From an optimization exercise on the open Yosys and OpenROAD flow, aimed at small area and a short achievable clock period; shortcuts taken in it are not production practice. The RTL was checked by simulation tests, not by an equivalence proof against the original design.

== lane 1 ==
## fft
module fft (
    input clk,
    input rst_n,
    input                   valid_in,
    input wire signed [8:0] FFTInRe,
    input wire signed [8:0] FFTInIm,
    output wire signed [8:0] MDCOutUpRe,
    output wire signed [8:0] MDCOutUpIm,
    output wire signed [8:0] MDCOutDownRe,
    output wire signed [8:0] MDCOutDownIm,
    output wire signed [8:0] FFTOutRe,
    output wire signed [8:0] FFTOutIm
);
Size in the first run: ~5600 cells after synthesis, ~1700 flip-flops, roughly 65000 µm² of cells after synthesis.
==> flow/config.mk <==
export PLATFORM = sky130hd
export DESIGN_NAME = fft
export DESIGN_NICKNAME = fft
export VERILOG_FILES = /design/flow/design.v
export SDC_FILE = /design/flow/constraint.sdc
export NUM_CORES = 4
export LEC_CHECK = 0
export CAP_MARGIN = 20
export CORE_MARGIN = 2
export CORE_UTILIZATION = 60
export SLEW_MARGIN = 20
==> flow/constraint.sdc <==
create_clock -name core_clock -period 10.0 [get_ports {clk}]
set_input_delay 2.0000 -clock core_clock [delete_from_list [all_inputs] [get_ports {clk}]]
set_output_delay 2.0000 -clock core_clock [all_outputs]
set_load 0.01 [all_outputs]
standard.sh (not shown) runs the stock make flow with config.mk's settings and CLKGATE_MAP_FILE= SYNTH_SCRIPT=/design/flow/synth_recipe.tcl, a recipe that flattens the netlist after the stock synthesis.
==> flow/flow/run.sh <==
#!/bin/bash
# Standard ORFS layout through the standard.sh (standard synthesis and
# steps) with these changes to how it is optimised:
#  - timing repair aims past the 10 ns clock: repair_timing keeps working
#    until each path has SETUP_SLACK_MARGIN ns of slack, and may resize cells
#    to any footprint (MATCH_CELL_FOOTPRINT=0);
#  - the port buffers are buf_4 rather than the default delay-type buffer;
#  - clock tree sinks are clustered in larger groups (fewer leaf buffers).
# make's full output goes to orfs_make.log here; each ORFS step also writes
# its own log under orfs/logs.
set -euo pipefail
bash standard.sh SETUP_SLACK_MARGIN=6.85 MATCH_CELL_FOOTPRINT=0 \
  "BUFFER_PORTS_ARGS=-buffer_cell sky130_fd_sc_hd__buf_4" \
  CTS_CLUSTER_SIZE=25 CTS_CLUSTER_DIAMETER=80 \
  finish > orfs_make.log 2>&1
Here is what was changed in the inputs of lane 2 compared with lane 1.
--- a/flow/design.v
+++ b/flow/design.v
@@ -118,54 +118,54 @@
     localparam E1 = 2;       
     localparam J2 = 2;       
     wire [4:0] q_ins1 = ph_1 + 5'd1 - E1;
     wire [4:0] q_ins2 = ph_1 - 5'd24 - J2;
     wire [4:0] q_s4   = ph_1 + 5'd1;
     wire [4:0] q_s4n  = ph_n + 5'd1;
     wire [1:0] k3n    = ph_1[1:0] - 2'd1;           
     reg ins1, ins2, selr_up;
     reg sel3u_r, sel3u_i, sel4u_r, sel4u_i, sel5u_r, sel5u_i;
     reg k4_r, k4_i;
     reg [3:0] rdsel;
     reg [3:0] ix1;
-    reg sel2a_e, sel3u_e, sel4q_e, sel5u_e;
+    reg sel2a_e, sel3u_e, sel4u_e, sel5u_e;
     wire [4:0] ph_2 = ph_1 + 5'd1;
-    wire [4:0] ph_4 = ph_1 + 5'd3;
+    wire [4:0] ph_3 = ph_1 + 5'd2;
     reg [1:0] rsa, rsb, isa, isb;    
     reg       t3m;
     always @(posedge clk or negedge rst_n)
         if (!rst_n) begin
             ins1 <= 1'b0; ins2 <= 1'b0; selr_up <= 1'b0;
             sel3u_r <= 1'b0; sel3u_i <= 1'b0;
             sel4u_r <= 1'b0; sel4u_i <= 1'b0; sel5u_r <= 1'b0; sel5u_i <= 1'b0;
             k4_r <= 1'b0; k4_i <= 1'b0;
-            sel2a_e <= 1'b0; sel3u_e <= 1'b0; sel4q_e <= 1'b0; sel5u_e <= 1'b0;
+            sel2a_e <= 1'b0; sel3u_e <= 1'b0; sel4u_e <= 1'b0; sel5u_e <= 1'b0;
             rdsel <= 4'd0;
             rsa <= 2'd0; rsb <= 2'd0; isa <= 2'd0; isb <= 2'd0; t3m <= 1'b0;
         end else begin
             ins1    <= q_ins1[4];                    
             ins2    <= ~q_ins2[4];                   
             selr_up <= ~ph_1[4];                     
             sel3u_r <= ph_1[2];                      
             sel3u_i <= ph_n[2];
             sel4u_r <= ~q_s4[1];
             sel4u_i <= ~q_s4n[1];
             sel5u_r <= ~ph_1[0];
             sel5u_i <= ~ph_n[0];
             k4_r    <= ~ph_1[0];
             k4_i    <= ~ph_n[0];
             rdsel   <= ph_1[3:0];
             sel2a_e <= ph_2[4];                      
             sel3u_e <= ph_2[2];
-            sel4q_e <= ~ph_4[1];                     
+            sel4u_e <= ~ph_3[1];
             sel5u_e <= ph_1[0];
             t3m <= k3n[0];
             case (k3n)
                 2'd0: begin rsa <= 2'b10; rsb <= 2'b00; isa <= 2'b00; isb <= 2'b10; end
                 2'd1: begin rsa <= 2'b10; rsb <= 2'b10; isa <= 2'b01; isb <= 2'b10; end
                 2'd2: begin rsa <= 2'b00; rsb <= 2'b10; isa <= 2'b01; isb <= 2'b00; end
                 default: begin rsa <= 2'b01; rsb <= 2'b10; isa <= 2'b01; isb <= 2'b01; end
             endcase
         end
     integer i;
     reg  [17:0] s1 [0:15];
     reg  [17:0] x2a, x2b;
@@ -235,39 +235,41 @@
     wire [10:0] t_re = sgn(rsa, e_r) + sgn(rsb, e_i) + {10'd0, rsa[0]} + {10'd0, rsb[0]};
     wire [10:0] t_im = sgn(isa, e_r) + sgn(isb, e_i) + {10'd0, isa[0]} + {10'd0, isb[0]};
     reg  [10:0] t3_re, t3_im;
     reg         t3_mul;
     always @(posedge clk) begin
         t3_mul <= t3m;
         t3_re  <= t_re;
         t3_im  <= t_im;
     end
     wire [15:0] w3_re = {{5{t3_re[10]}}, t3_re}, w3_im = {{5{t3_im[10]}}, t3_im};
     wire [15:0] p3_re = (w3_re << 6) + (w3_re << 4) + (w3_re << 3) + (w3_re << 1);
     wire [15:0] p3_im = (w3_im << 6) + (w3_im << 4) + (w3_im << 3) + (w3_im << 1);
-    reg  [17:0] v3;
-    always @(posedge clk)
+    reg  [17:0] v3, l4;
+    always @(posedge clk) begin
         v3 <= t3_mul ? {p3_re[15:7], p3_im[15:7]} : {t3_re[8:0], t3_im[8:0]};
-    reg  [17:0] q4, p4;
+        l4 <= v3;
+    end
+    reg  [17:0] s4, p4;
     wire [8:0]  bf4_x0_re = p4[17:9], bf4_x0_im = p4[8:0];
     wire [8:0]  bf4_x1_re = sel4u_r ? u3[17:9] : v3[17:9];
     wire [8:0]  bf4_x1_im = sel4u_i ? u3[8:0] : v3[8:0];
     wire [8:0]  u4_re = bf4_x0_re + bf4_x1_re;
     wire [8:0]  u4_im = bf4_x0_im + bf4_x1_im;
     wire [8:0]  v4_re = k4_r ? bf4_x0_im - bf4_x1_im : bf4_x0_re - bf4_x1_re;
     wire [8:0]  v4_im = k4_i ? bf4_x1_re - bf4_x0_re : bf4_x0_im - bf4_x1_im;
     reg  [17:0] p5, l5;
     always @(posedge clk) begin
-        q4 <= sel4q_e ? u3 : v3;
-        p4 <= q4;
+        s4 <= u3;
+        p4 <= sel4u_e ? s4 : l4;
         p5 <= sel5u_e ? {u4_re, u4_im} : l5;
         l5 <= {v4_re, v4_im};
     end
     wire [8:0]  bf5_p_re = p5[17:9], bf5_p_im = p5[8:0];
     wire [8:0]  bf5_q_re = sel5u_r ? bf4_x0_re : l5[17:9];
     wire [8:0]  bf5_r_re = sel5u_r ? bf4_x1_re : 9'd0;
     wire [8:0]  bf5_q_im = sel5u_i ? bf4_x0_im : l5[8:0];
     wire [8:0]  bf5_r_im = sel5u_i ? bf4_x1_im : 9'd0;
     wire [8:0]  mu_re = bf5_p_re + bf5_q_re + bf5_r_re;
     wire [8:0]  mu_im = bf5_p_im + bf5_q_im + bf5_r_im;
     wire [8:0]  md_re = bf5_p_re - bf5_q_re - bf5_r_re;
     wire [8:0]  md_im = bf5_p_im - bf5_q_im - bf5_r_im;
[summary]
- In summary, lane 2 completed successfully, with a layout that passed the timing, design-rule and antenna checks.
- For non-clock buffer share of cell area, lane 1 and lane 2 come out practically identical.
- Going from lane 1 to lane 2, the signal arrival time at the worst endpoint was found to have gone up by 0.02 ns.
- Compared to lane 1, lane 2 has met1 layer usage reported by global route 1.8 points lower.
- Taking lane 1 as the reference, in lane 2 routed metal-1 wirelength fell by 3.1%, starting density of the core roughly the same.
- Re final worst-path setup slack: lane 2 is 0.019 ns down on lane 1.
- Lane 2 and lane 1 ended up with nearly the same die extent in y.

==> static timing again, ports no longer ideal <==
The flow's constraints put no driver on any port. The routed layouts listed below were extracted and timed again, unchanged, in two steps. Step 1, drivers: a clkbuf_16 drives clk and a buf_2 each remaining input, both assumed. Step 2, shift: input delay + t, output delay - t, t = (earliest + latest rising clock arrival at the registers) / 2. This alone moves slack from input paths to output paths. Slacks: no drivers / after step 1 / after step 2; pairs: no drivers / after step 1.
run	t (ns)	setup slack, ns	latest minus earliest clock arrival (ns)	worst register clock-pin slew, ns
lane 1	0.748	6.807 / 6.739 / 6.266	0.048 / 0.048	0.10 / 0.10
lane 2	0.778	6.788 / 6.709 / 6.134	0.049 / 0.048	0.10 / 0.10
After both steps setup and hold are still met in every run listed. For lane 2, which loses most, drivers alone change the setup slack by -0.079 ns; drivers and shift together by -0.654 ns.
